Source: an optimization exercise on an open RTL-to-GDS flow (aim: small area, a short achievable clock period and few clock cycles). Production flows keep margins and buffers that such runs may drop. Only simulation tests tie the RTL to the original design; equivalence was not proved.

[design.v]
`timescale 1ns / 1ps
`timescale 1ns / 1ps
`timescale 1ns / 1ps
`timescale 1ns / 1ps
module PKC_TOP_serial(  clk, reset, start,                                                               
                        KeyGen_TRNG_in, KeyGen_Gaussian_in, KeyGen_TRNG_take, KeyGen_Gaussian_take,      
                        Enc_Gaussian_in, Enc_Gaussian_take, message,                                     
                        dec_msg_ready, dec_message                                                       
                      );
parameter N = 16;
input clk, start, reset;
input [6:0] KeyGen_TRNG_in, KeyGen_Gaussian_in;
input [6:0] Enc_Gaussian_in;
input [N-1:0] message;
output reg [N-1:0] dec_message;
output reg dec_msg_ready;
output reg KeyGen_TRNG_take, KeyGen_Gaussian_take, Enc_Gaussian_take;
function [6:0] red;
    input [12:0] v;
    reg [6:0] k;
    begin
        case (v[12:5])
            8'd0: k = 7'd0;
            8'd1: k = 7'd0;
            8'd2: k = 7'd0;
            8'd3: k = 7'd0;
            8'd4: k = 7'd97;
            8'd5: k = 7'd97;
            8'd6: k = 7'd97;
            8'd7: k = 7'd66;
            8'd8: k = 7'd66;
            8'd9: k = 7'd66;
            8'd10: k = 7'd35;
            8'd11: k = 7'd35;
            8'd12: k = 7'd35;
            8'd13: k = 7'd4;
            8'd14: k = 7'd4;
            8'd15: k = 7'd4;
            8'd16: k = 7'd101;
            8'd17: k = 7'd101;
            8'd18: k = 7'd101;
            8'd19: k = 7'd70;
            8'd20: k = 7'd70;
            8'd21: k = 7'd70;
            8'd22: k = 7'd39;
            8'd23: k = 7'd39;
            8'd24: k = 7'd39;
            8'd25: k = 7'd8;
            8'd26: k = 7'd8;
            8'd27: k = 7'd8;
            8'd28: k = 7'd105;
            8'd29: k = 7'd105;
            8'd30: k = 7'd105;
            8'd31: k = 7'd74;
            8'd32: k = 7'd74;
            8'd33: k = 7'd74;
            8'd34: k = 7'd43;
            8'd35: k = 7'd43;
            8'd36: k = 7'd43;
            8'd37: k = 7'd12;
            8'd38: k = 7'd12;
            8'd39: k = 7'd12;
            8'd40: k = 7'd109;
            8'd41: k = 7'd109;
            8'd42: k = 7'd109;
            8'd43: k = 7'd78;
            8'd44: k = 7'd78;
            8'd45: k = 7'd78;
            8'd46: k = 7'd47;
            8'd47: k = 7'd47;
            8'd48: k = 7'd47;
            8'd49: k = 7'd16;
            8'd50: k = 7'd16;
            8'd51: k = 7'd16;
            8'd52: k = 7'd113;
            8'd53: k = 7'd113;
            8'd54: k = 7'd113;
            8'd55: k = 7'd82;
            8'd56: k = 7'd82;
            8'd57: k = 7'd82;
            8'd58: k = 7'd51;
            8'd59: k = 7'd51;
            8'd60: k = 7'd51;
            8'd61: k = 7'd20;
            8'd62: k = 7'd20;
            8'd63: k = 7'd20;
            8'd64: k = 7'd117;
            8'd65: k = 7'd117;
            8'd66: k = 7'd117;
            8'd67: k = 7'd86;
            8'd68: k = 7'd86;
            8'd69: k = 7'd86;
            8'd70: k = 7'd55;
            8'd71: k = 7'd55;
            8'd72: k = 7'd55;
            8'd73: k = 7'd24;
            8'd74: k = 7'd24;
            8'd75: k = 7'd24;
            8'd76: k = 7'd121;
            8'd77: k = 7'd121;
            8'd78: k = 7'd121;
            8'd79: k = 7'd90;
            8'd80: k = 7'd90;
            8'd81: k = 7'd90;
            8'd82: k = 7'd59;
            8'd83: k = 7'd59;
            8'd84: k = 7'd59;
            8'd85: k = 7'd28;
            8'd86: k = 7'd28;
            8'd87: k = 7'd28;
            8'd88: k = 7'd125;
            8'd89: k = 7'd125;
            8'd90: k = 7'd125;
            8'd91: k = 7'd94;
            8'd92: k = 7'd94;
            8'd93: k = 7'd94;
            8'd94: k = 7'd63;
            8'd95: k = 7'd63;
            8'd96: k = 7'd63;
            8'd97: k = 7'd32;
            8'd98: k = 7'd32;
            8'd99: k = 7'd32;
            8'd100: k = 7'd32;
            8'd101: k = 7'd1;
            8'd102: k = 7'd1;
            8'd103: k = 7'd1;
            8'd104: k = 7'd98;
            8'd105: k = 7'd98;
            8'd106: k = 7'd98;
            8'd107: k = 7'd67;
            8'd108: k = 7'd67;
            8'd109: k = 7'd67;
            8'd110: k = 7'd36;
            8'd111: k = 7'd36;
            8'd112: k = 7'd36;
            8'd113: k = 7'd5;
            8'd114: k = 7'd5;
            8'd115: k = 7'd5;
            8'd116: k = 7'd102;
            8'd117: k = 7'd102;
            8'd118: k = 7'd102;
            8'd119: k = 7'd71;
            8'd120: k = 7'd71;
            8'd121: k = 7'd71;
            8'd122: k = 7'd40;
            8'd123: k = 7'd40;
            8'd124: k = 7'd40;
            8'd125: k = 7'd9;
            8'd126: k = 7'd9;
            8'd127: k = 7'd9;
            8'd128: k = 7'd106;
            8'd129: k = 7'd106;
            8'd130: k = 7'd106;
            8'd131: k = 7'd75;
            8'd132: k = 7'd75;
            8'd133: k = 7'd75;
            8'd134: k = 7'd44;
            8'd135: k = 7'd44;
            8'd136: k = 7'd44;
            8'd137: k = 7'd13;
            8'd138: k = 7'd13;
            8'd139: k = 7'd13;
            8'd140: k = 7'd110;
            8'd141: k = 7'd110;
            8'd142: k = 7'd110;
            8'd143: k = 7'd79;
            8'd144: k = 7'd79;
            8'd145: k = 7'd79;
            8'd146: k = 7'd48;
            8'd147: k = 7'd48;
            8'd148: k = 7'd48;
            8'd149: k = 7'd17;
            8'd150: k = 7'd17;
            8'd151: k = 7'd17;
            8'd152: k = 7'd114;
            8'd153: k = 7'd114;
            8'd154: k = 7'd114;
            8'd155: k = 7'd83;
            8'd156: k = 7'd83;
            8'd157: k = 7'd83;
            8'd158: k = 7'd52;
            8'd159: k = 7'd52;
            8'd160: k = 7'd52;
            8'd161: k = 7'd21;
            8'd162: k = 7'd21;
            8'd163: k = 7'd21;
            8'd164: k = 7'd118;
            8'd165: k = 7'd118;
            8'd166: k = 7'd118;
            8'd167: k = 7'd87;
            8'd168: k = 7'd87;
            8'd169: k = 7'd87;
            8'd170: k = 7'd56;
            8'd171: k = 7'd56;
            8'd172: k = 7'd56;
            8'd173: k = 7'd25;
            8'd174: k = 7'd25;
            8'd175: k = 7'd25;
            8'd176: k = 7'd122;
            8'd177: k = 7'd122;
            8'd178: k = 7'd122;
            8'd179: k = 7'd91;
            8'd180: k = 7'd91;
            8'd181: k = 7'd91;
            8'd182: k = 7'd60;
            8'd183: k = 7'd60;
            8'd184: k = 7'd60;
            8'd185: k = 7'd29;
            8'd186: k = 7'd29;
            8'd187: k = 7'd29;
            8'd188: k = 7'd126;
            8'd189: k = 7'd126;
            8'd190: k = 7'd126;
            8'd191: k = 7'd95;
            8'd192: k = 7'd95;
            8'd193: k = 7'd95;
            8'd194: k = 7'd64;
            8'd195: k = 7'd64;
            8'd196: k = 7'd64;
            8'd197: k = 7'd64;
            8'd198: k = 7'd33;
            8'd199: k = 7'd33;
            8'd200: k = 7'd33;
            8'd201: k = 7'd2;
            8'd202: k = 7'd2;
            8'd203: k = 7'd2;
            8'd204: k = 7'd99;
            8'd205: k = 7'd99;
            8'd206: k = 7'd99;
            8'd207: k = 7'd68;
            8'd208: k = 7'd68;
            8'd209: k = 7'd68;
            8'd210: k = 7'd37;
            8'd211: k = 7'd37;
            8'd212: k = 7'd37;
            8'd213: k = 7'd6;
            8'd214: k = 7'd6;
            8'd215: k = 7'd6;
            8'd216: k = 7'd103;
            8'd217: k = 7'd103;
            8'd218: k = 7'd103;
            8'd219: k = 7'd72;
            8'd220: k = 7'd72;
            8'd221: k = 7'd72;
            8'd222: k = 7'd41;
            8'd223: k = 7'd41;
            8'd224: k = 7'd41;
            8'd225: k = 7'd10;
            8'd226: k = 7'd10;
            8'd227: k = 7'd10;
            8'd228: k = 7'd107;
            8'd229: k = 7'd107;
            8'd230: k = 7'd107;
            8'd231: k = 7'd76;
            8'd232: k = 7'd76;
            8'd233: k = 7'd76;
            8'd234: k = 7'd45;
            8'd235: k = 7'd45;
            8'd236: k = 7'd45;
            8'd237: k = 7'd14;
            8'd238: k = 7'd14;
            8'd239: k = 7'd14;
            8'd240: k = 7'd111;
            8'd241: k = 7'd111;
            8'd242: k = 7'd111;
            8'd243: k = 7'd80;
            8'd244: k = 7'd80;
            8'd245: k = 7'd80;
            8'd246: k = 7'd49;
            8'd247: k = 7'd49;
            8'd248: k = 7'd49;
            8'd249: k = 7'd18;
            8'd250: k = 7'd18;
            8'd251: k = 7'd18;
            8'd252: k = 7'd115;
            8'd253: k = 7'd115;
            8'd254: k = 7'd115;
            8'd255: k = 7'd84;
            default: k = 7'd0;
        endcase
        red = v[6:0] - k;
    end
endfunction
reg run;
reg [5:0] t;
always @(posedge clk) begin
    if (reset) begin
        run <= 1'b0;
        t <= 6'd0;
        dec_msg_ready <= 1'b0;
        KeyGen_TRNG_take <= 1'b0;
        KeyGen_Gaussian_take <= 1'b0;
        Enc_Gaussian_take <= 1'b0;
    end else if (start) begin
        run <= 1'b1;
        t <= 6'd0;
        dec_msg_ready <= 1'b0;
        KeyGen_TRNG_take <= 1'b1;
        KeyGen_Gaussian_take <= 1'b1;
        Enc_Gaussian_take <= 1'b1;
    end else if (run) begin
        t <= t + 1'b1;
        if (t == 6'd15) KeyGen_TRNG_take <= 1'b0;
        if (t == 6'd31) KeyGen_Gaussian_take <= 1'b0;
        if (t == 6'd47) Enc_Gaussian_take <= 1'b0;
        if (t == 6'd49) begin
            run <= 1'b0;
            dec_msg_ready <= 1'b1;
        end
    end
end
wire [5:0] tn  = (reset || start) ? 6'd0 : (run ? t + 1'b1 : t);
wire       rn  = reset ? 1'b0 : (start ? 1'b1 : (run && (t != 6'd49)));
reg ld;        
reg ph2;       
reg ph3;       
reg cap;       
reg clr;       
reg fin;
reg ph2n, ph3n;    
always @(posedge clk) begin
    ld   <= rn && (tn < 6'd16);
    ph2  <= rn && (tn >= 6'd17) && (tn <= 6'd32);
    ph3  <= rn && (tn >= 6'd33) && (tn <= 6'd48);
    cap  <= rn && (tn == 6'd32);
    clr  <= rn && ((tn == 6'd16) || (tn == 6'd32));
    fin  <= rn && (tn == 6'd49);
    ph2n <= rn && (tn >= 6'd16) && (tn <= 6'd31);
    ph3n <= rn && (tn >= 6'd32) && (tn <= 6'd47);
end
reg mbit;                
reg [6:0] inj1;
reg [7:0] inj2;
always @(posedge clk) begin
    mbit <= message[t[3:0] + 4'd1];
    inj1 <= ph2n ? KeyGen_Gaussian_in : 7'd0;
    inj2 <= ph2n ? {1'b0, Enc_Gaussian_in} :
            ph3n ? ({1'b0, ~Enc_Gaussian_in} + (mbit ? 8'd116 : 8'd67)) : 8'd0;
end
reg [6:0] Y1 [0:N-1];
reg [6:0] Y2 [0:N-1];
reg [6:0] ACC1 [0:N-1];
reg [6:0] ACC2 [0:N-1];
reg [6:0] Sbuf [0:N-1];
reg [6:0] Rbuf [0:N-1];
wire [6:0] xs = Sbuf[0];
wire [6:0] xr = Rbuf[0];
wire [8:0] xs3 = xs + {xs, 1'b0};
wire [8:0] xr3 = xr + {xr, 1'b0};
reg [6:0] MS [0:9];
reg [6:0] MR [0:9];
always @(posedge clk) begin
    MS[0] <= red(xs);        MR[0] <= red(xr);
    MS[1] <= red(xs << 1);   MR[1] <= red(xr << 1);
    MS[2] <= red(xs3);       MR[2] <= red(xr3);
    MS[3] <= red(xs << 2);   MR[3] <= red(xr << 2);
    MS[4] <= red(xs << 3);   MR[4] <= red(xr << 3);
    MS[5] <= red(xs3 << 2);  MR[5] <= red(xr3 << 2);
    MS[6] <= red(xs << 4);   MR[6] <= red(xr << 4);
    MS[7] <= red(xs << 5);   MR[7] <= red(xr << 5);
    MS[8] <= red(xs3 << 4);  MR[8] <= red(xr3 << 4);
    MS[9] <= red(xs << 6);   MR[9] <= red(xr << 6);
end
wire [6:0] res1 [0:N-1];
wire [6:0] res2 [0:N-1];
function [6:0] sel;    
    input [1:0] d;
    input [6:0] m1, m2, m3;
    begin
        sel = ({7{d == 2'd1}} & m1) | ({7{d == 2'd2}} & m2) | ({7{d == 2'd3}} & m3);
    end
endfunction
function [6:0] ng;       
    input [6:0] v;
    input n;
    begin
        ng = v ^ {7{n}};
    end
endfunction
genvar p;
generate
    for (p = 0; p < N; p = p + 1) begin : g_lane
        localparam L15 = (p == N-1);
        wire [6:0] y1 = Y1[p];
        wire [6:0] y2 = Y2[p];
        wire n = L15 && ph3;                                         
        wire [6:0] k15 = L15 ? (ph3 ? 7'd44 : 7'd67) : 7'd0;          
        wire [6:0] s10 = sel(y1[1:0], MS[0], MS[1], MS[2]), s11 = sel(y1[3:2], MS[3], MS[4], MS[5]);
        wire [6:0] s12 = sel(y1[5:4], MS[6], MS[7], MS[8]), s13 = {7{y1[6]}} & MS[9];
        wire [6:0] s20 = sel(y2[1:0], MR[0], MR[1], MR[2]), s21 = sel(y2[3:2], MR[3], MR[4], MR[5]);
        wire [6:0] s22 = sel(y2[5:4], MR[6], MR[7], MR[8]), s23 = {7{y2[6]}} & MR[9];
        wire [9:0] v1 = ng(ACC1[p], L15) + ng(s10, n) + ng(s11, n) + ng(s12, n) + ng(s13, n)
                           + ((p == 0) ? inj1 : 7'd0) + k15;
        wire [9:0] v2 = ng(ACC2[p], L15) + ng(s20, n) + ng(s21, n) + ng(s22, n) + ng(s23, n)
                           + ((p == 0) ? inj2 : 8'd0) + k15;
        if (p == 0) begin : g_wrap
            assign res1[N-1] = red(v1);
            assign res2[N-1] = red(v2);
        end else begin : g_mid
            assign res1[p-1] = red(v1);
            assign res2[p-1] = red(v2);
        end
    end
endgenerate
integer i;
always @(posedge clk) begin
    for (i = 0; i < N; i = i + 1) begin
        ACC1[i] <= clr ? 7'd0 : res1[i];
        ACC2[i] <= clr ? 7'd0 : res2[i];
        Sbuf[i] <= (i == N-1) ? (ld ? KeyGen_Gaussian_in : Sbuf[0]) : Sbuf[(i+1) % N];
        Rbuf[i] <= (i == N-1) ? (ld ? Enc_Gaussian_in : Rbuf[0]) : Rbuf[(i+1) % N];
        if (ld) begin
            Y1[i] <= (i == N-1) ? KeyGen_TRNG_in : Y1[(i+1) % N];
            Y2[i] <= (i == N-1) ? KeyGen_TRNG_in : Y2[(i+1) % N];
        end else if (cap) begin
            Y1[i] <= res2[i];
            Y2[i] <= res1[i];
        end
    end
end
function dec;
    input [6:0] c0, cs;
    reg [6:0] d;
    begin
        d = red(c0 + {1'b0, ~cs} + 9'd67);    
        dec = (d >= 7'd25 && d <= 7'd71) || (d >= 7'd122);
    end
endfunction
always @(posedge clk) begin
    if (fin)
        for (i = 0; i < N; i = i + 1)
            dec_message[i] <= (i == N-1) ? dec(ACC1[i], ACC2[i]) : dec(ACC2[i], ACC1[i]);
end
endmodule
[run.sh]
#!/bin/bash
# synth_recipe.tcl (not shown) runs the flow's synth.tcl, then flattens the netlist and writes it again
# the make line also repeats each setting of config.mk as NAME=value (left out here)
make -C /OpenROAD-flow-scripts/flow DESIGN_CONFIG=/design/flow/config.mk WORK_HOME=/design/flow/orfs CLKGATE_MAP_FILE= SYNTH_SCRIPT=/design/flow/synth_recipe.tcl finish
[config.mk]
export PLATFORM = sky130hd
export DESIGN_NAME = PKC_TOP_serial
export DESIGN_NICKNAME = PKC_TOP_serial
export VERILOG_FILES = /design/flow/design.v
export SDC_FILE = /design/flow/constraint.sdc
export NUM_CORES = 4
export LEC_CHECK = 0
export ABC_AREA = 1
export CAP_MARGIN = 20
export CORE_MARGIN = 2
export CORE_UTILIZATION = 45
export SLEW_MARGIN = 20
[constraint.sdc]
create_clock -name core_clock -period 30.0 [get_ports {clk}]
set_input_delay 6.0000 -clock core_clock [delete_from_list [all_inputs] [get_ports {clk}]]
set_output_delay 6.0000 -clock core_clock [all_outputs]
set_load 0.01 [all_outputs]
==> results of run 1 <==
-- per-layer routing --
metal	share of wire [%]	vias up	GRT usage, %
li1	-	42992	-
met1	39	41826	41.9
met2	41	5229	47.8
met3	14	1297	12.9
met4	6.5	24	17.8
met5	0.18	-	2.09
-- cells by family after synthesis --
logic type / Yosys count / synth area share, %
AO/OA/AOI/OAI: 1776 / 10.7
flip-flops: 916 / 21.4
XOR/XNOR: 560 / 5.08
adder cells (fa/ha/maj): 1598 / 26.3
multiplexers: 1 / 0.0116
AND/OR/NAND/NOR: 5819 / 24.3
buffers and inverters: 3109 / 12.2
-- stage by stage --
step | util [%] | worst slack (ns)
floorplan | - | 22.62
global placement | 46.8 | 21.93
detailed placement | 46.8 | 21.97
CTS | 48.7 | 22.24
global route | 48.7 | 21.65
finish | 48.7 | 21.83
-- Yosys cell counts (11+ instances only) --
cell type / number
a211oi_1: 13
a21o_1: 24
a21oi_1: 534
a221oi_1: 115
a22oi_1: 31
a31oi_1: 47
and2_1: 12
buf_1: 18
buf_2: 13
clkbuf_1: 353
clkbuf_2: 14
clkinv_1: 13
dfxtp_1: 676
edfxtp_1: 240
fa_1: 729
ha_1: 869
inv_1: 2675
nand2_1: 3858
nand2_2: 15
nand3_1: 911
nand3b_1: 24
nand4_1: 43
nor2_1: 829
nor3_1: 46
o211ai_1: 88
o21ai_0: 622
o21ai_1: 24
o21bai_1: 35
o221ai_1: 54
o22ai_1: 138
o31ai_1: 11
or2_2: 53
xnor2_1: 209
xor2_1: 349
-- final cells by class --
type,instances,area [um2],area share [%]
Antenna cell,33,82.6,0.0791
Sequential cell,916,20800,19.9
Multi-Input combinational cell,9754,64400,61.6
Clock inverter,69,998,0.956
Timing Repair Buffer,179,1520,1.46
Tap cell,2838,3550,3.40
Inverter,2693,10100,9.68
Clock buffer,132,3030,2.90
-- layout by cell type, fill, tap and decap left out, types with 31 or more instances in the layout --
cell type,n
nand2_1,3858
inv_1,2667
nand3_1,911
ha_1,869
nor2_1,829
fa_1,729
dfxtp_1,625
o21ai_0,622
a21oi_1,534
xor2_1,349
edfxtp_1,240
xnor2_1,209
o22ai_1,138
buf_4,118
a221oi_1,115
clkbuf_16,112
o211ai_1,88
clkdlybuf4s50_1,59
o221ai_1,54
or2_2,52
dfxtp_2,49
a31oi_1,47
nor3_1,46
nand4_1,43
o21bai_1,35
diode_2,33
a22oi_1,31
-- worst max path at each step --
stage                                   start             endpoint  cells after the start
global route                 MS[7][2]$_DFF_P_  Y2[12][6]$_DFFE_PP_                     30
finish                       MS[7][2]$_DFF_P_  Y2[15][6]$_DFFE_PP_                     30
floorplan                  Enc_Gaussian_in[0]      inj2[6]$_DFF_P_                     11
detailed placement         Enc_Gaussian_in[0]      inj2[6]$_DFF_P_                     12
global placement           Enc_Gaussian_in[0]      inj2[6]$_DFF_P_                     12
CTS                 dec_message[15]$_DFFE_PP_      dec_message[15]                      1
-- registers in the layout (all words and copies together), names as in the netlist, 6 cells and up, named ones only --
register / cells
Sbuf: 112
MR: 70
MS: 70
ACC1: 112
ACC2: 112
Y2: 112
inj2: 8
Rbuf: 112
Y1: 112
t: 6
dec_message: 16
inj1: 7
==> impl_metrics.tcl, run 1 <==
set metrics [dict create \
    outcome "timing/DRC/antenna clean" \
    die_w_um 468 \
    setup.worst_path.start_class "flip-flop" \
    synth-seq-cells 916 \
    hold_viol 0 \
    syn_avg_cell_area_um2 7.03 \
    min_to "Sbuf[2][2]$_DFF_P_" \
    worst_slew_pin_slew_ns 1.29 \
    reg2reg_from "MS[7][2]$_DFF_P_" \
    synth.yosys.seq_area_share_pct 21.4 \
    grt_max_degree 184 \
    fin_setup_tns_ns 0 \
    fin_nets 15289 \
    drc 0 \
    clock_latency_ns 0.83 \
    drv_cap 0 \
    core_area_um2 214000 \
    cts_tree "yes" \
    arrival_ns 8.76 \
    fin_crit_sh_pct 27.2 \
    finalSetupViolCount 0 \
    cp_data_required_time_ns 30.59 \
    max_stage_delay_ns 1.22 \
    syn_inst 13779 \
    crit_fanout 10 \
    yosys.area.top_type "fa_1" \
    cts.sinks 916 \
    rows 170 \
    clk_pin_slew_ns 0.09 \
    avgViaCountPerCell 5.50 \
    min_from "Sbuf[3][2]$_DFF_P_" \
    first_global_vias 84145 \
    fin_hold_ws_ns 0.320 \
    synth-main-ff-cell "dfxtp_1" \
    placedCellCount 16379 \
    finalCriticalPeriod_ns 8.17 \
    grt_pass1_wl_um 535000 \
    rr_worst_depth 30 \
    synth_edf_count 240 \
    rsz0062_at_grt "false" \
    io-pin-count 60 \
    synth_nets 15417 \
    cp_top_family "adder cells" \
    routed_wirelength_um 368000 \
    place_area_um2 100000 \
    synth_area_leaders "fa_1 (15%), nand2_1 (15%), dfxtp_1 (14%)" \
    post_cts_resize_count 0 \
    ys_async_sr_fraction_pct 0 \
    port-buffer-count 59 \
    dp_hpwl_um 261000 \
    gp_congestion 1.01 \
    grtUsageTotal_pct 33.0 \
    crit_slowest_cell "clkinv_1" \
    antenna_found_initial 24 \
    cp-end-kind "flip-flop" \
    postCtsSetupRepairBufs 0 \
    r2r-end "Y2[15][6]$_DFFE_PP_" \
    drv_slew 0 \
    final_area_um2 104000 \
    wl_per_cell_um 22.1 \
    crit_top_cell "nand2_1" \
    gr-total-overflow 0 \
    hold_class "reg2reg" \
    dr.pass1.iters 9 \
    clockBufferDepth 3 \
    fillCellCount 21736 \
    reg2reg_slack_ns 21.83 \
    root_buffer "clkbuf_16" \
    whs_path_depth 0 \
    cts_inserted_buffers 107 \
    fmax_mhz 122 \
    drtIter0Drc 11511 \
    die_y_um 468 \
    hold_buffers 0 \
    areaGrowthSynthToFinish_pct 7.81 \
    drt.antenna.violating_nets 0 \
    synth_top_area_share_pct 15.1 \
    start_util_pct 45.2 \
    drive_above_1_share_pct 3.37 \
    cp_num_buf_inv 3 \
    htreeDepth 3 \
    slew_headroom_pct 13.7 \
    synth_cell_types 67 \
    syn-cell-area_um2 96900 \
    die_area_um2 219000 \
    worstSetupPathType "reg2reg" \
    fin_cells 16614 \
    finalClockSkew_ns 0.0872 \
    synth_warnings 9 \
    routed-via-count 91368 \
]
Testbench counts, summed over its fixed seeds: cycles 3,264.
==> run 2, diff against run 1 <==
--- a/design.v
+++ b/design.v
@@ -422,6 +422,264 @@
     input [6:0] c0, cs;
-    reg [6:0] d;
+    reg [7:0] u;
     begin
-        d = red(c0 + {1'b0, ~cs} + 9'd67);    
-        dec = (d >= 7'd25 && d <= 7'd71) || (d >= 7'd122);
+        u = {1'b0, c0} - {1'b0, cs};          
+        case (u)
+            8'd0: dec = 1'b0;
+            8'd1: dec = 1'b0;
+            8'd2: dec = 1'b0;
+            8'd3: dec = 1'b0;
+            8'd4: dec = 1'b0;
+            8'd5: dec = 1'b0;
+            8'd6: dec = 1'b0;
+            8'd7: dec = 1'b0;
+            8'd8: dec = 1'b0;
+            8'd9: dec = 1'b0;
+            8'd10: dec = 1'b0;
+            8'd11: dec = 1'b0;
+            8'd12: dec = 1'b0;
+            8'd13: dec = 1'b0;
+            8'd14: dec = 1'b0;
+            8'd15: dec = 1'b0;
+            8'd16: dec = 1'b0;
+            8'd17: dec = 1'b0;
+            8'd18: dec = 1'b0;
+            8'd19: dec = 1'b0;
+            8'd20: dec = 1'b0;
+            8'd21: dec = 1'b0;
+            8'd22: dec = 1'b0;
+            8'd23: dec = 1'b0;
+            8'd24: dec = 1'b0;
+            8'd25: dec = 1'b1;
+            8'd26: dec = 1'b1;
+            8'd27: dec = 1'b1;
+            8'd28: dec = 1'b1;
+            8'd29: dec = 1'b1;
+            8'd30: dec = 1'b1;
+            8'd31: dec = 1'b1;
+            8'd32: dec = 1'b1;
+            8'd33: dec = 1'b1;
+            8'd34: dec = 1'b1;
+            8'd35: dec = 1'b1;
+            8'd36: dec = 1'b1;
+            8'd37: dec = 1'b1;
+            8'd38: dec = 1'b1;
+            8'd39: dec = 1'b1;
+            8'd40: dec = 1'b1;
+            8'd41: dec = 1'b1;
+            8'd42: dec = 1'b1;
+            8'd43: dec = 1'b1;
+            8'd44: dec = 1'b1;
+            8'd45: dec = 1'b1;
+            8'd46: dec = 1'b1;
+            8'd47: dec = 1'b1;
+            8'd48: dec = 1'b1;
+            8'd49: dec = 1'b1;
+            8'd50: dec = 1'b1;
+            8'd51: dec = 1'b1;
+            8'd52: dec = 1'b1;
+            8'd53: dec = 1'b1;
+            8'd54: dec = 1'b1;
+            8'd55: dec = 1'b1;
+            8'd56: dec = 1'b1;
+            8'd57: dec = 1'b1;
+            8'd58: dec = 1'b1;
+            8'd59: dec = 1'b1;
+            8'd60: dec = 1'b1;
+            8'd61: dec = 1'b1;
+            8'd62: dec = 1'b1;
+            8'd63: dec = 1'b1;
+            8'd64: dec = 1'b1;
+            8'd65: dec = 1'b1;
+            8'd66: dec = 1'b1;
+            8'd67: dec = 1'b1;
+            8'd68: dec = 1'b1;
+            8'd69: dec = 1'b1;
+            8'd70: dec = 1'b1;
+            8'd71: dec = 1'b1;
+            8'd72: dec = 1'b0;
+            8'd73: dec = 1'b0;
+            8'd74: dec = 1'b0;
+            8'd75: dec = 1'b0;
+            8'd76: dec = 1'b0;
+            8'd77: dec = 1'b0;
+            8'd78: dec = 1'b0;
+            8'd79: dec = 1'b0;
+            8'd80: dec = 1'b0;
+            8'd81: dec = 1'b0;
+            8'd82: dec = 1'b0;
+            8'd83: dec = 1'b0;
+            8'd84: dec = 1'b0;
+            8'd85: dec = 1'b0;
+            8'd86: dec = 1'b0;
+            8'd87: dec = 1'b0;
+            8'd88: dec = 1'b0;
+            8'd89: dec = 1'b0;
+            8'd90: dec = 1'b0;
+            8'd91: dec = 1'b0;
+            8'd92: dec = 1'b0;
+            8'd93: dec = 1'b0;
+            8'd94: dec = 1'b0;
+            8'd95: dec = 1'b0;
+            8'd96: dec = 1'b0;
+            8'd97: dec = 1'b0;
+            8'd98: dec = 1'b0;
+            8'd99: dec = 1'b0;
+            8'd100: dec = 1'b0;
+            8'd101: dec = 1'b0;
+            8'd102: dec = 1'b0;
+            8'd103: dec = 1'b0;
+            8'd104: dec = 1'b0;
+            8'd105: dec = 1'b0;
+            8'd106: dec = 1'b0;
+            8'd107: dec = 1'b0;
+            8'd108: dec = 1'b0;
+            8'd109: dec = 1'b0;
+            8'd110: dec = 1'b0;
+            8'd111: dec = 1'b0;
+            8'd112: dec = 1'b0;
+            8'd113: dec = 1'b0;
+            8'd114: dec = 1'b0;
+            8'd115: dec = 1'b0;
+            8'd116: dec = 1'b0;
+            8'd117: dec = 1'b0;
+            8'd118: dec = 1'b0;
+            8'd119: dec = 1'b0;
+            8'd120: dec = 1'b0;
+            8'd121: dec = 1'b0;
+            8'd122: dec = 1'b1;
+            8'd123: dec = 1'b1;
+            8'd124: dec = 1'b1;
+            8'd125: dec = 1'b1;
+            8'd126: dec = 1'b1;
+            8'd127: dec = 1'b1;
+            8'd128: dec = 1'b1;
+            8'd129: dec = 1'b1;
+            8'd130: dec = 1'b1;
+            8'd131: dec = 1'b1;
+            8'd132: dec = 1'b1;
+            8'd133: dec = 1'b1;
+            8'd134: dec = 1'b0;
+            8'd135: dec = 1'b0;
+            8'd136: dec = 1'b0;
+            8'd137: dec = 1'b0;
+            8'd138: dec = 1'b0;
+            8'd139: dec = 1'b0;
+            8'd140: dec = 1'b0;
+            8'd141: dec = 1'b0;
+            8'd142: dec = 1'b0;
+            8'd143: dec = 1'b0;
+            8'd144: dec = 1'b0;
+            8'd145: dec = 1'b0;
+            8'd146: dec = 1'b0;
+            8'd147: dec = 1'b0;
+            8'd148: dec = 1'b0;
+            8'd149: dec = 1'b0;
+            8'd150: dec = 1'b0;
+            8'd151: dec = 1'b0;
+            8'd152: dec = 1'b0;
+            8'd153: dec = 1'b0;
+            8'd154: dec = 1'b0;
+            8'd155: dec = 1'b0;
+            8'd156: dec = 1'b0;
+            8'd157: dec = 1'b0;
+            8'd158: dec = 1'b0;
+            8'd159: dec = 1'b0;
+            8'd160: dec = 1'b0;
+            8'd161: dec = 1'b0;
+            8'd162: dec = 1'b0;
+            8'd163: dec = 1'b0;
+            8'd164: dec = 1'b0;
+            8'd165: dec = 1'b0;
+            8'd166: dec = 1'b0;
+            8'd167: dec = 1'b0;
+            8'd168: dec = 1'b0;
+            8'd169: dec = 1'b0;
+            8'd170: dec = 1'b0;
+            8'd171: dec = 1'b0;
+            8'd172: dec = 1'b0;
+            8'd173: dec = 1'b0;
+            8'd174: dec = 1'b0;
+            8'd175: dec = 1'b0;
+            8'd176: dec = 1'b0;
+            8'd177: dec = 1'b0;
+            8'd178: dec = 1'b0;
+            8'd179: dec = 1'b0;
+            8'd180: dec = 1'b0;
+            8'd181: dec = 1'b0;
+            8'd182: dec = 1'b0;
+            8'd183: dec = 1'b0;
+            8'd184: dec = 1'b1;
+            8'd185: dec = 1'b1;
+            8'd186: dec = 1'b1;
+            8'd187: dec = 1'b1;
+            8'd188: dec = 1'b1;
+            8'd189: dec = 1'b1;
+            8'd190: dec = 1'b1;
+            8'd191: dec = 1'b1;
+            8'd192: dec = 1'b1;
+            8'd193: dec = 1'b1;
+            8'd194: dec = 1'b1;
+            8'd195: dec = 1'b1;
+            8'd196: dec = 1'b1;
+            8'd197: dec = 1'b1;
+            8'd198: dec = 1'b1;
+            8'd199: dec = 1'b1;
+            8'd200: dec = 1'b1;
+            8'd201: dec = 1'b1;
+            8'd202: dec = 1'b1;
+            8'd203: dec = 1'b1;
+            8'd204: dec = 1'b1;
+            8'd205: dec = 1'b1;
+            8'd206: dec = 1'b1;
+            8'd207: dec = 1'b1;
+            8'd208: dec = 1'b1;
+            8'd209: dec = 1'b1;
+            8'd210: dec = 1'b1;
+            8'd211: dec = 1'b1;
+            8'd212: dec = 1'b1;
+            8'd213: dec = 1'b1;
+            8'd214: dec = 1'b1;
+            8'd215: dec = 1'b1;
+            8'd216: dec = 1'b1;
+            8'd217: dec = 1'b1;
+            8'd218: dec = 1'b1;
+            8'd219: dec = 1'b1;
+            8'd220: dec = 1'b1;
+            8'd221: dec = 1'b1;
+            8'd222: dec = 1'b1;
+            8'd223: dec = 1'b1;
+            8'd224: dec = 1'b1;
+            8'd225: dec = 1'b1;
+            8'd226: dec = 1'b1;
+            8'd227: dec = 1'b1;
+            8'd228: dec = 1'b1;
+            8'd229: dec = 1'b1;
+            8'd230: dec = 1'b1;
+            8'd231: dec = 1'b0;
+            8'd232: dec = 1'b0;
+            8'd233: dec = 1'b0;
+            8'd234: dec = 1'b0;
+            8'd235: dec = 1'b0;
+            8'd236: dec = 1'b0;
+            8'd237: dec = 1'b0;
+            8'd238: dec = 1'b0;
+            8'd239: dec = 1'b0;
+            8'd240: dec = 1'b0;
+            8'd241: dec = 1'b0;
+            8'd242: dec = 1'b0;
+            8'd243: dec = 1'b0;
+            8'd244: dec = 1'b0;
+            8'd245: dec = 1'b0;
+            8'd246: dec = 1'b0;
+            8'd247: dec = 1'b0;
+            8'd248: dec = 1'b0;
+            8'd249: dec = 1'b0;
+            8'd250: dec = 1'b0;
+            8'd251: dec = 1'b0;
+            8'd252: dec = 1'b0;
+            8'd253: dec = 1'b0;
+            8'd254: dec = 1'b0;
+            8'd255: dec = 1'b0;
+            default: dec = 1'b0;
+        endcase
     end
==> flow/run.sh (new file) <==
#!/bin/bash
# Layout flow: the standard layout (standard.sh), with one change: the I/O ports are
# buffered with buf_4 cells (ORFS's BUFFER_PORTS_ARGS) instead of ORFS's default choice, the
# lowest-drive buffer, which on sky130hd is a slow delay cell (clkdlybuf4s50_1) that adds about
# half a nanosecond to every path to an output. Everything else, including synthesis and the
# constraints, is the standard flow's. Each step's full output goes to a log file of its own.
set -euo pipefail
bash standard.sh synth > synth.log 2>&1
bash standard.sh "BUFFER_PORTS_ARGS=-buffer_cell sky130_fd_sc_hd__buf_4" finish > layout.log 2>&1
==> standard.sh (new file) <==
#!/bin/bash
# synth_recipe.tcl (not shown) runs the flow's synth.tcl, then flattens the netlist and writes it again
# the make line also repeats each setting of config.mk as NAME=value (left out here)
make -C /OpenROAD-flow-scripts/flow DESIGN_CONFIG=/design/flow/config.mk WORK_HOME=/design/flow/orfs CLKGATE_MAP_FILE= SYNTH_SCRIPT=/design/flow/synth_recipe.tcl "${@:-finish}"
--- a/config.mk
+++ b/config.mk
@@ -11,2 +11,2 @@
 export CORE_UTILIZATION = 45
-export SLEW_MARGIN = 20
+export SLEW_MARGIN = 60
removed: run.sh
==> impl_metrics.tcl, run 2 <==
set metrics [dict create \
    reg2reg_slack_ns 22.71 \
    synth.yosys.seq_area_share_pct 22.3 \
    arrival_ns 1.40 \
    cp-end-kind "output port" \
    drtIter0Drc 12218 \
    synth-main-ff-cell "dfxtp_1" \
    synth-seq-cells 916 \
    r2r-end "Y1[12][4]$_DFFE_PP_" \
    setup_ws_ns 22.60 \
    final_common_cell "nand2_1" \
    drc 0 \
    fin_crit_sh_pct 24.7 \
    rows 166 \
    yosysMostFrequentCell "nand2_1" \
    clockBufferDepth 3 \
    reg2reg_from "MR[7][1]$_DFF_P_" \
    crit_chain "buf_4" \
    core_area_um2 205000 \
    ys_async_sr_fraction_pct 0 \
    syn-cell-area_um2 92900 \
    avgViaCountPerCell 5.69 \
    areaGrowthSynthToFinish_pct 8.31 \
    min_from "Sbuf[8][4]$_DFF_P_" \
    yosys.area.top_type "fa_1" \
    fin_cells 15892 \
    dr.pass1.iters 14 \
    rr_worst_depth 30 \
    final_cell_mix "nand2_1 (3,649), inv_1 (2,555), nor2_1 (926), nand3_1 (787), fa_1 (713)" \
    die_y_um 458 \
    whs_path_depth 0 \
    die_w_um 458 \
    hold_buffers 0 \
    min_to "Sbuf[7][4]$_DFF_P_" \
    crit_slowest_cell "edfxtp_1" \
    synth_warnings 9 \
    synth_cell_types 68 \
    setup.worst_path.start_class "flip-flop" \
    synth_top_area_share_pct 15.4 \
    crit_fanout 1 \
    htreeDepth 3 \
    cts.sinks 916 \
    fin_hold_ws_ns 0.324 \
    grt_max_degree 89 \
    gr-total-overflow 0 \
    cts_inserted_buffers 114 \
    finalCriticalPeriod_ns 7.40 \
    clk_pin_slew_ns 0.06 \
    drv_slew 0 \
    antenna_found_initial 22 \
    hold_class "reg2reg" \
    synth_area_leaders "fa_1 (15%), nand2_1 (15%), dfxtp_1 (15%)" \
    hold_viol 0 \
    port-buffer-count 59 \
    cp_top_family "flip-flops" \
    start_util_pct 45.3 \
    postCtsSetupRepairBufs 0 \
    fillCellCount 20324 \
    routed-via-count 90491 \
    routed_wirelength_um 398000 \
    synth_edf_count 240 \
    rsz0062_at_grt "false" \
    drt.antenna.violating_nets 0 \
    dp_hpwl_um 287000 \
    post_cts_resize_count 0 \
    preCtsSetupSlack_ns 22.36 \
    syn_inst 13223 \
    clock_latency_ns 0.84 \
    cts_tree "yes" \
    root_buffer "clkbuf_16" \
    gp_congestion 1.03 \
    grt_pass1_wl_um 564000 \
    worst_slew_pin_slew_ns 0.696 \
    worstSetupPathType "reg2out" \
    fin_util_pct 49.1 \
    first_global_vias 84537 \
    synth_nets 14685 \
    synth_common_cells "nand2_1 (3,650), inv_1 (2,575), nor2_1 (929)" \
    die_area_um2 210000 \
    drv_cap 0 \
    outcome "timing/DRC/antenna clean" \
    slew_headroom_pct 53.2 \
    cp_data_required_time_ns 24.00 \
    wl_per_cell_um 25.0 \
    placedCellCount 15642 \
    syn_avg_cell_area_um2 7.03 \
    fin_nets 14544 \
    fmax_mhz 135 \
    fin_setup_tns_ns 0 \
    drive_above_1_share_pct 4.89 \
    cp_num_buf_inv 1 \
    finalClockSkew_ns 0.0872 \
    io-pin-count 60 \
    grtUsageTotal_pct 36.8 \
    max_stage_delay_ns 0.43 \
    finalSetupViolCount 0 \
]
[run 2: cell count changes after synthesis, sizes merged, moves of 12 or more]
cell and change:
buf +19, a31oi +15, o21ai -24, a21oi -12, ha -160, a221oi +15, or2 -26, fa -16
nand2 -181, o211ai +13, nor2 +113, xnor2 -63, inv -91, nand3 -118
[run 2: how the worst max path moves through the flow]
| stage | start | end | depth (start not counted) |
|---|---|---|---|
| 4_1_cts | dec_message[4]$_DFFE_PP_ | dec_message[4] | 1 |
| 5_1_grt | MS[4][0]$_DFF_P_ | Y2[12][6]$_DFFE_PP_ | 32 |
| 6_report | dec_message[4]$_DFFE_PP_ | dec_message[4] | 1 |
| 2_1_floorplan | Enc_Gaussian_in[0] | inj2[6]$_DFF_P_ | 11 |
| 3_5_place_dp | Enc_Gaussian_in[0] | inj2[6]$_DFF_P_ | 12 |
| 3_3_place_gp | MR[5][0]$_DFF_P_ | Y1[7][6]$_DFFE_PP_ | 31 |
[run 2: area by class of cell]
| cell class | instances | area (um2) | area share [%] |
|---|---|---|---|
| diodes | 22 | 55.1 | 0.0547 |
| inverters | 2599 | 9780 | 9.72 |
| clock buffers | 142 | 3130 | 3.11 |
| multi-input cells | 9284 | 60800 | 60.4 |
| repair buffers | 167 | 1610 | 1.60 |
| flip-flops and latches | 916 | 21100 | 20.9 |
| well taps | 2688 | 3360 | 3.34 |
| clock inverters | 74 | 811 | 0.806 |
[run 2: cell families (layout without fill, tap and decap cells)]
logic type | count (synthesis) | after routing | synth area share, %
AND/OR/NAND/NOR | 5598 | 5598 | 24.4
buffers and inverters | 3023 | 2982 | 12.4
AO/OA/AOI/OAI | 1769 | 1769 | 11.2
adder cells (fa/ha/maj) | 1422 | 1422 | 24.9
flip-flops | 916 | 916 | 22.3
XOR/XNOR | 492 | 492 | 4.65
multiplexers | 3 | 3 | 0.0337
other | 0 | 22 | 0
[run 2: metal layers]
layer  up-vias  track usage, %  part of all wire (%)
met1     42444            47.0                    39
met3      1301            12.4                    13
met5         -           0.551                 0.032
li1      41122               -                     -
met2      5614            53.7                    41
met4        10            22.1                   7.1
[run 2: per-stage QoR]
step                      area, um2
after floorplan               92900
after global placement        95700
after detailed placement      96300
after CTS                    100000
after global routing         101000
final                        101000
Testbench counts of run 2, summed over its fixed seeds: cycles 3,264.
==> run 3, diff against run 2 <==
--- a/design.v
+++ b/design.v
@@ -314,4 +314,2 @@
 reg ld;        
-reg ph2;       
-reg ph3;       
 reg cap;       
@@ -322,6 +320,4 @@
     ld   <= rn && (tn < 6'd16);
-    ph2  <= rn && (tn >= 6'd17) && (tn <= 6'd32);
-    ph3  <= rn && (tn >= 6'd33) && (tn <= 6'd48);
-    cap  <= rn && (tn == 6'd32);
-    clr  <= rn && ((tn == 6'd16) || (tn == 6'd32));
+    cap  <= rn && ((tn == 6'd16) || (tn == 6'd32));
+    clr  <= rn && ((tn == 6'd0) || (tn == 6'd16) || (tn == 6'd32));
     fin  <= rn && (tn == 6'd49);
@@ -331,8 +327,9 @@
 reg mbit;                
-reg [6:0] inj1;
+reg [7:0] inj1;
 reg [7:0] inj2;
+wire [7:0] na = {1'b0, ~KeyGen_TRNG_in} + 8'd67;
 always @(posedge clk) begin
     mbit <= message[t[3:0] + 4'd1];
-    inj1 <= ph2n ? KeyGen_Gaussian_in : 7'd0;
-    inj2 <= ph2n ? {1'b0, Enc_Gaussian_in} :
+    inj1 <= ld ? na : (ph2n ? {1'b0, KeyGen_Gaussian_in} : 8'd0);
+    inj2 <= ld ? na : ph2n ? {1'b0, Enc_Gaussian_in} :
             ph3n ? ({1'b0, ~Enc_Gaussian_in} + (mbit ? 8'd116 : 8'd67)) : 8'd0;
@@ -345,4 +342,4 @@
 reg [6:0] Rbuf [0:N-1];
-wire [6:0] xs = Sbuf[0];
-wire [6:0] xr = Rbuf[0];
+wire [6:0] xs = ld ? 7'd0 : Sbuf[0];
+wire [6:0] xr = ld ? 7'd0 : Rbuf[0];
 wire [8:0] xs3 = xs + {xs, 1'b0};
@@ -385,4 +382,4 @@
         wire [6:0] y2 = Y2[p];
-        wire n = L15 && ph3;                                         
-        wire [6:0] k15 = L15 ? (ph3 ? 7'd44 : 7'd67) : 7'd0;          
+        wire n = L15;                                                
+        wire [6:0] k15 = L15 ? 7'd44 : 7'd0;                         
         wire [6:0] s10 = sel(y1[1:0], MS[0], MS[1], MS[2]), s11 = sel(y1[3:2], MS[3], MS[4], MS[5]);
@@ -392,3 +389,3 @@
         wire [9:0] v1 = ng(ACC1[p], L15) + ng(s10, n) + ng(s11, n) + ng(s12, n) + ng(s13, n)
-                           + ((p == 0) ? inj1 : 7'd0) + k15;
+                           + ((p == 0) ? inj1 : 8'd0) + k15;
         wire [9:0] v2 = ng(ACC2[p], L15) + ng(s20, n) + ng(s21, n) + ng(s22, n) + ng(s23, n)
@@ -411,6 +408,3 @@
         Rbuf[i] <= (i == N-1) ? (ld ? Enc_Gaussian_in : Rbuf[0]) : Rbuf[(i+1) % N];
-        if (ld) begin
-            Y1[i] <= (i == N-1) ? KeyGen_TRNG_in : Y1[(i+1) % N];
-            Y2[i] <= (i == N-1) ? KeyGen_TRNG_in : Y2[(i+1) % N];
-        end else if (cap) begin
+        if (cap) begin
             Y1[i] <= res2[i];
==> impl_metrics.tcl, run 3 <==
set metrics [dict create \
    drtIter0Drc 11359 \
    arrival_ns 8.01 \
    antenna_found_initial 28 \
    final_cell_mix "nand2_1 (3,123), inv_1 (2,574), ha_1 (726), fa_1 (713), a21oi_1 (676)" \
    worst_slew_pin_slew_ns 0.699 \
    cts_inserted_buffers 105 \
    die_area_um2 200000 \
    drv_cap 0 \
    fmax_mhz 134 \
    crit_slowest_cell "clkinv_1" \
    final_common_cell "nand2_1" \
    htreeDepth 3 \
    rows 162 \
    cts.sinks 862 \
    areaGrowthSynthToFinish_pct 8.96 \
    port-buffer-count 59 \
    setup.worst_path.start_class "flip-flop" \
    synth_warnings 9 \
    dr.pass1.iters 9 \
    clockBufferDepth 3 \
    yosysMostFrequentCell "nand2_1" \
    synth_area_leaders "fa_1 (16%), dfxtp_1 (14%), nand2_1 (13%)" \
    crit_fanout 9 \
    start_util_pct 45.4 \
    reg2reg_from "MS[8][0]$_DFF_P_" \
    first_global_vias 80027 \
    fin_nets 13708 \
    min_to "Rbuf[12][2]$_DFF_P_" \
    finalCriticalPeriod_ns 7.46 \
    hold_buffers 0 \
    postCtsSetupRepairBufs 0 \
    finalClockSkew_ns 0.0789 \
    slew_headroom_pct 53.3 \
    drive_above_1_share_pct 5.90 \
    grt_pass1_wl_um 541000 \
    syn-cell-area_um2 88500 \
    rsz0062_at_grt "false" \
    clock_latency_ns 0.83 \
    fin_crit_sh_pct 24.9 \
    finalSetupViolCount 0 \
    worstSetupPathType "reg2reg" \
    hold_class "reg2reg" \
    routed_wirelength_um 382000 \
    dp_hpwl_um 274000 \
    synth-main-ff-cell "dfxtp_1" \
    routed-via-count 85696 \
    drt.antenna.violating_nets 0 \
    die_w_um 448 \
    synth_top_area_share_pct 16.1 \
    hold_viol 0 \
    syn_avg_cell_area_um2 7.23 \
    synth_nets 13717 \
    grtUsageTotal_pct 37.5 \
    cts_tree "yes" \
    synth.yosys.seq_area_share_pct 22.2 \
    final-seq-area_um2 19900 \
    clk_pin_slew_ns 0.07 \
    io-pin-count 60 \
    outcome "timing/DRC/antenna clean" \
    cp-startpoint "MS[8][0]$_DFF_P_" \
    cp-end-kind "flip-flop" \
    drc 0 \
    min_from "Rbuf[13][2]$_DFF_P_" \
    r2r-end "Y2[0][6]$_DFFE_PP_" \
    syn_inst 12238 \
    core_area_um2 195000 \
    synth_cell_types 69 \
    die_y_um 448 \
    reg2reg_slack_ns 22.54 \
    drv_slew 0 \
    whs_path_depth 0 \
    post_cts_resize_count 0 \
    synth_common_cells "nand2_1 (3,127), inv_1 (2,599), ha_1 (726)" \
    max_stage_delay_ns 0.65 \
    yosys.area.top_type "fa_1" \
    synth-seq-cells 862 \
    avgViaCountPerCell 5.72 \
    gr-total-overflow 0 \
    cp_data_required_time_ns 30.56 \
    fin_setup_tns_ns 0 \
    fillCellCount 19314 \
    synth_edf_count 240 \
    root_buffer "clkbuf_16" \
    gp_congestion 1.07 \
    rr_worst_depth 31 \
    wl_per_cell_um 25.5 \
    multiInputGateArea_um2 57900 \
    grt_max_degree 71 \
    ys_async_sr_fraction_pct 0 \
]
run 3: cell families (layout without fill, tap and decap cells):
logic type / count (synthesis) / count (layout) / synth area share, %
buf+inv: 2944 / 3026 / 12.7
fa+ha+maj: 1439 / 1439 / 26.4
flops: 862 / 862 / 22.2
xor+xnor: 408 / 408 / 4.05
other cells: 0 / 28 / 0
mux: 4 / 4 / 0.0452
simple gates: 4741 / 4741 / 21.9
compound gates: 1840 / 1840 / 12.7
run 3: layout make-up:
| class | instances | area share [%] |
|---|---|---|
| multi-input cells | 8432 | 60.0 |
| clock buffers | 127 | 2.98 |
| repair buffers | 182 | 1.69 |
| diodes | 28 | 0.0726 |
| inverters | 2646 | 10.4 |
| well taps | 2624 | 3.40 |
| flip-flops and latches | 862 | 20.6 |
| clock inverters | 71 | 0.887 |
run 3: worst max-delay path by stage:
stage,to,slack [ns],depth (start not counted)
floorplan,inj2[6]$_DFF_P_,22.72,10
global placement,Y2[0][6]$_DFFE_PP_,22.33,30
detailed placement,inj2[6]$_DFF_P_,22.48,11
CTS,dec_message[3],22.58,1
global route,Y2[6][6]$_DFFE_PP_,22.39,35
finish,Y2[0][6]$_DFFE_PP_,22.54,31
run 3: layer usage:
metal	routed length, um	vias up	track usage, %
li1	-	38657	-
met2	155000	5218	53.9
met1	149000	40382	47.6
met4	29400	26	23.4
met3	48200	1413	13.6
met5	269	-	0.611
run 3: worst max-delay path: cells and delay by family (launching register included):
kind / cells / cell delay, ns
compound gates: 9 / 1.30
xor+xnor: 1 / 0.28
fa+ha+maj: 7 / 2.91
buf+inv: 5 / 1.28
flops: 1 / 0.31
simple gates: 9 / 1.11
run 3: metrics by stage:
step                      instance area, um2  worst slack [ns]  utilization [%]  hold slack [ns]  cells
after floorplan                        88500             22.72                -            0.310  12238
after global placement                 91800             22.33             47.0            0.310  14722
after detailed placement               92400             22.48             47.4            0.312  14737
after CTS                              96200             22.58             49.3            0.319  14935
after global routing                   96400             22.39             49.4            0.325  14948
final                                  96500             22.54             49.4            0.318  14972
Testbench counts of run 3, summed over its fixed seeds: cycles 3,264.
==> run 4, diff against run 3 <==
--- a/design.v
+++ b/design.v
@@ -680,6 +680,14 @@
 endfunction
+reg [N-1:0] dec_hold;
+wire [N-1:0] dec_new;
+genvar q;
+generate
+    for (q = 0; q < N; q = q + 1) begin : g_dec
+        assign dec_new[q] = (q == N-1) ? dec(ACC1[q], ACC2[q]) : dec(ACC2[q], ACC1[q]);
+    end
+endgenerate
 always @(posedge clk) begin
     if (fin)
-        for (i = 0; i < N; i = i + 1)
-            dec_message[i] <= (i == N-1) ? dec(ACC1[i], ACC2[i]) : dec(ACC2[i], ACC1[i]);
+        dec_hold <= dec_new;
+    dec_message <= fin ? dec_new : (dec_hold & {N{dec_msg_ready}});
 end
==> impl_metrics.tcl, run 4 <==
set metrics [dict create \
    port-buffer-count 59 \
    final_common_cell "nand2_1" \
    cp-startpoint "dec_message[14]$_DFF_P_" \
    drc 0 \
    reg2reg_from "MR[5][6]$_DFF_P_" \
    drt.antenna.violating_nets 0 \
    synth_top_area_share_pct 16.0 \
    setup.worst_path.start_class "flip-flop" \
    arrival_ns 1.32 \
    finalSetupViolCount 0 \
    hold_buffers 0 \
    postCtsSetupRepairBufs 0 \
    fin_setup_tns_ns 0 \
    worst_slew_pin_slew_ns 0.684 \
    grt_max_degree 66 \
    synth-seq-cells 878 \
    drv_slew 0 \
    grt_pass1_wl_um 534000 \
    synth-main-ff-cell "dfxtp_1" \
    fin_nets 13867 \
    fmax_mhz 137 \
    fin_util_pct 49.2 \
    outcome "timing/DRC/antenna clean" \
    preCtsSetupSlack_ns 22.26 \
    dp_hpwl_um 269000 \
    cts.sinks 878 \
    wl_per_cell_um 24.8 \
    synth_edf_count 240 \
    synth_cell_types 70 \
    die_y_um 450 \
    worstSetupPathType "reg2out" \
    synth_warnings 9 \
    drv_cap 0 \
    post_cts_resize_count 0 \
    first_global_vias 81243 \
    rsz0062_at_grt "false" \
    io-pin-count 60 \
    cp.depth 1 \
    hold_class "reg2reg" \
    start_util_pct 45.3 \
    finalClockSkew_ns 0.0654 \
    final_cell_mix "nand2_1 (3,204), inv_1 (2,597), nand3_1 (745), nor2_1 (728), ha_1 (725)" \
    root_buffer "clkbuf_16" \
    grtUsageTotal_pct 36.1 \
    slew_headroom_pct 54.4 \
    setup_ws_ns 22.68 \
    avgViaCountPerCell 5.69 \
    antenna_found_initial 27 \
    gr-total-overflow 0 \
    synth_nets 13893 \
    cp_data_required_time_ns 24.00 \
    synth_common_cells "nand2_1 (3,207), inv_1 (2,623), nand3_1 (745)" \
    die_w_um 450 \
    min_from "Sbuf[9][0]$_DFF_P_" \
    rows 163 \
    clockBufferDepth 3 \
    whs_path_depth 0 \
    synth.yosys.seq_area_share_pct 22.3 \
    crit_fanout 1 \
    cts_tree "yes" \
    routed_wirelength_um 376000 \
    gp_congestion 1.00 \
    max_stage_delay_ns 0.38 \
    ys_async_sr_fraction_pct 0 \
    drtIter0Drc 10495 \
    yosysMostFrequentCell "nand2_1" \
    drive_above_1_share_pct 5.54 \
    hold_viol 0 \
    die_area_um2 202000 \
    syn-cell-area_um2 89400 \
    crit_slowest_cell "dfxtp_1" \
    synth_area_leaders "fa_1 (16%), dfxtp_1 (14%), nand2_1 (13%)" \
    yosys.area.top_type "fa_1" \
    areaGrowthSynthToFinish_pct 8.71 \
    cts_inserted_buffers 105 \
    rr_worst_depth 26 \
    syn_avg_cell_area_um2 7.20 \
    dr.pass1.iters 14 \
    cp_top_family "flip-flops" \
    htreeDepth 3 \
    cp_num_buf_inv 1 \
    clk_pin_slew_ns 0.07 \
    finalCriticalPeriod_ns 7.32 \
    routed-via-count 86177 \
    clock_latency_ns 0.83 \
    cp-end-kind "output port" \
    fin_crit_sh_pct 24.4 \
    core_area_um2 197000 \
    syn_inst 12414 \
    crit_chain "buf_4" \
]
==> run 4: routing by layer <==
| layer | part of all wire (%) | GRT usage (%) |
|---|---|---|
| met5 | 0.073 | 1.28 |
| met4 | 8.4 | 24.7 |
| met3 | 13 | 13.2 |
| met2 | 42 | 53.8 |
| met1 | 37 | 43.3 |
==> run 4: final timing paths <==
path	endpoint	slack (ns)
max reg2reg	Y1[14][6]$_DFFE_PP_	22.75
min reg2reg	Sbuf[8][0]$_DFF_P_	0.32
max	dec_message[14]	22.68
min	Sbuf[8][0]$_DFF_P_	0.32
==> run 4: logic make-up (layout without fill, tap and decap cells) <==
logic type	Yosys count	after routing	synth area share, %
fa+ha+maj	1439	1439	26.1
flops	878	878	22.3
mux	4	4	0.0448
buf+inv	2963	3030	12.7
xor+xnor	397	397	3.90
other cells	0	29	0
simple gates	4962	4962	22.8
compound gates	1771	1771	12.1
==> run 4: final cells by class <==
type                    instances  area (um2)
fillers                     19605      100000
multi-input cells            8573       58200
flip-flops and latches        878       20200
inverters                    2657       10000
well taps                    2640        3300
clock buffers                 130        2950
repair buffers                173        1540
clock inverters                70         911
diodes                         29        72.6
==> run 4: per-stage QoR <==
stage	std cells	hold slack [ns]	cell area, um2
final	15150	0.317	97200
after CTS	15114	0.321	96900
after floorplan	12414	0.310	89400
after global routing	15122	0.324	97100
after detailed placement	14914	0.312	93100
after global placement	14906	0.309	92600
Testbench counts of run 4, summed over its fixed seeds: cycles 3,264.
==> run 5, diff against run 4 <==
--- a/config.mk
+++ b/config.mk
@@ -11,2 +11,2 @@
 export CORE_UTILIZATION = 45
-export SLEW_MARGIN = 60
+export SLEW_MARGIN = 20
==> impl_metrics.tcl, run 5 <==
set metrics [dict create \
    synth_nets 13893 \
    port-buffer-count 59 \
    final_area_um2 96500 \
    grt_max_degree 66 \
    clockBufferDepth 3 \
    syn-cell-area_um2 89400 \
    first_global_vias 81239 \
    htreeDepth 3 \
    drt.antenna.violating_nets 0 \
    gr-total-overflow 0 \
    worstSetupPathType "reg2reg" \
    cts_inserted_buffers 106 \
    slew_headroom_pct 12.6 \
    cts.sinks 878 \
    reg2reg_from "MR[7][3]$_DFF_P_" \
    cp-end-kind "flip-flop" \
    crit_slowest_cell "clkinv_1" \
    hold_class "reg2reg" \
    routed-via-count 86179 \
    min_to "Sbuf[6][0]$_DFF_P_" \
    crit_fanout 10 \
    core_area_um2 197000 \
    reg2reg_slack_ns 22.01 \
    fmax_mhz 125 \
    fin_setup_tns_ns 0 \
    grt_pass1_wl_um 534000 \
    hold_viol 0 \
    syn_avg_cell_area_um2 7.20 \
    whs_path_depth 0 \
    max_stage_delay_ns 1.17 \
    final_common_cell "nand2_1" \
    rows 163 \
    drc 0 \
    areaGrowthSynthToFinish_pct 7.87 \
    wl_per_cell_um 24.8 \
    fin_crit_sh_pct 26.6 \
    routed_wirelength_um 376000 \
    fin_util_pct 48.9 \
    die_y_um 450 \
    worst_slew_pin_slew_ns 1.30 \
    die_w_um 450 \
    root_buffer "clkbuf_16" \
    synth.yosys.seq_area_share_pct 22.3 \
    fin_nets 13853 \
    synth_edf_count 240 \
    preCtsSetupSlack_ns 22.24 \
    drv_cap 0 \
    clk_pin_slew_ns 0.07 \
    synth_top_area_share_pct 16.0 \
    rr_worst_depth 29 \
    synth_common_cells "nand2_1 (3,207), inv_1 (2,623), nand3_1 (745)" \
    grtUsageTotal_pct 36.2 \
    setup_ws_ns 22.01 \
    yosysMostFrequentCell "nand2_1" \
    gp_congestion 1.00 \
    die_area_um2 202000 \
    postCtsSetupRepairBufs 0 \
    outcome "timing/DRC/antenna clean" \
    synth-seq-cells 878 \
    placedCellCount 14906 \
    synth_warnings 9 \
    place_area_um2 92600 \
    arrival_ns 8.57 \
    start_util_pct 45.3 \
    antenna_found_initial 26 \
    synth_cell_types 70 \
    min_from "Sbuf[7][0]$_DFF_P_" \
    finalClockSkew_ns 0.0796 \
    r2r-end "Y1[0][6]$_DFFE_PP_" \
    syn_inst 12414 \
    synth_area_leaders "fa_1 (16%), dfxtp_1 (14%), nand2_1 (13%)" \
    rsz0062_at_grt "false" \
    drv_slew 0 \
    setup.worst_path.start_class "flip-flop" \
    hold_buffers 0 \
    yosys.area.top_type "fa_1" \
    fin_cells 15130 \
    clock_latency_ns 0.82 \
    synth-main-ff-cell "dfxtp_1" \
    finalSetupViolCount 0 \
    dr.pass1.iters 10 \
    crit_top_cell "inv_1" \
    finalCriticalPeriod_ns 7.99 \
    post_cts_resize_count 0 \
    dp_hpwl_um 268000 \
    avgViaCountPerCell 5.70 \
    drtIter0Drc 10979 \
    final_cell_mix "nand2_1 (3,207), inv_1 (2,615), nand3_1 (745), nor2_1 (729), ha_1 (726)" \
    drive_above_1_share_pct 4.99 \
    cts_tree "yes" \
    cp_data_required_time_ns 30.58 \
    ys_async_sr_fraction_pct 0 \
    io-pin-count 60 \
]
==> run 5: per-stage QoR <==
stage          hold slack, ns
3_3_place_gp            0.309
5_1_grt                 0.326
4_1_cts                 0.319
6_report                0.316
2_1_floorplan           0.310
3_5_place_dp            0.312
==> run 5: worst max path at each step <==
stage,start,to,slack [ns],depth (start not counted)
after floorplan,Enc_Gaussian_in[0],inj2[6]$_DFF_P_,22.52,12
after global placement,Enc_Gaussian_in[0],inj2[6]$_DFF_P_,22.18,13
after detailed placement,Enc_Gaussian_in[0],inj2[6]$_DFF_P_,22.24,13
after CTS,MS[1][1]$_DFF_P_,Y2[13][6]$_DFFE_PP_,22.27,29
after global routing,MS[6][1]$_DFF_P_,Y2[12][6]$_DFFE_PP_,21.79,29
final,MR[7][3]$_DFF_P_,Y1[0][6]$_DFFE_PP_,22.01,29
==> run 5: cells by family after synthesis <==
family / share of synthesized area, %
flops: 22.3
compound gates: 12.1
mux: 0.0448
buf+inv: 12.7
xor+xnor: 3.90
simple gates: 22.8
fa+ha+maj: 26.1
==> run 5: worst max-delay path: cells and delay by family, from the launching register on <==
family | cells | cell delay [ns]
fa+ha+maj | 6 | 2.47
compound gates | 8 | 1.67
buf+inv | 7 | 1.66
simple gates | 7 | 0.75
flops | 1 | 0.74
xor+xnor | 1 | 0.45
==> run 5: area by class of cell <==
type | instances | area (um2)
antenna | 22 | 55.1
clock buffer | 128 | 2880
clock inverter | 74 | 881
fill | 19703 | 101000
inverter | 2657 | 9980
multi-input combinational | 8573 | 58100
sequential | 878 | 20100
tap | 2640 | 3300
timing repair buffer | 158 | 1190
==> run 5: layer usage <==
layer / part of all wire (%) / track usage [%] / vias up
met1: 37 / 43.9 / 40241
met2: 42 / 53.4 / 5318
met4: 8.3 / 24.9 / 21
met3: 13 / 12.6 / 1517
li1: - / - / 39082
met5: 0.18 / 1.44 / -

afterwards: timing with drivers on the ports:
The flow's constraints put no driver on any port. The routed layouts listed below were extracted and timed again, unchanged, in two steps.
Step 1, drivers: a clkbuf_16 drives clk and a buf_2 each remaining input, both assumed.
Step 2 times the ports against the registers' clock, not the clock port: input delays grow and output delays shrink by t, the midpoint of the rising clock arrivals with the driver on.
a / b / c = no drivers / after step 1 / after step 2; a / b = the first two.
run | t, ns | setup WS [ns] | worst setup path at the end | worst register clock-pin slew, ns
run 1 | 0.873 | 21.826 / 21.826 / 21.826 | register to register | 0.09 / 0.09
run 2 | 0.899 | 22.602 / 22.498 / 22.340 | input to register | 0.07 / 0.07
run 3 | 0.885 | 22.545 / 22.518 / 22.499 | input to register | 0.08 / 0.08
run 4 | 0.883 | 22.685 / 22.601 / 22.242 | input to register | 0.08 / 0.08
run 5 | 0.871 | 22.010 / 22.010 / 22.010 | register to register | 0.08 / 0.08
After both steps setup and hold are still met in every run listed. The setup slack of run 4, which loses most, moves by -0.084 ns with the drivers and by -0.443 ns with both steps.
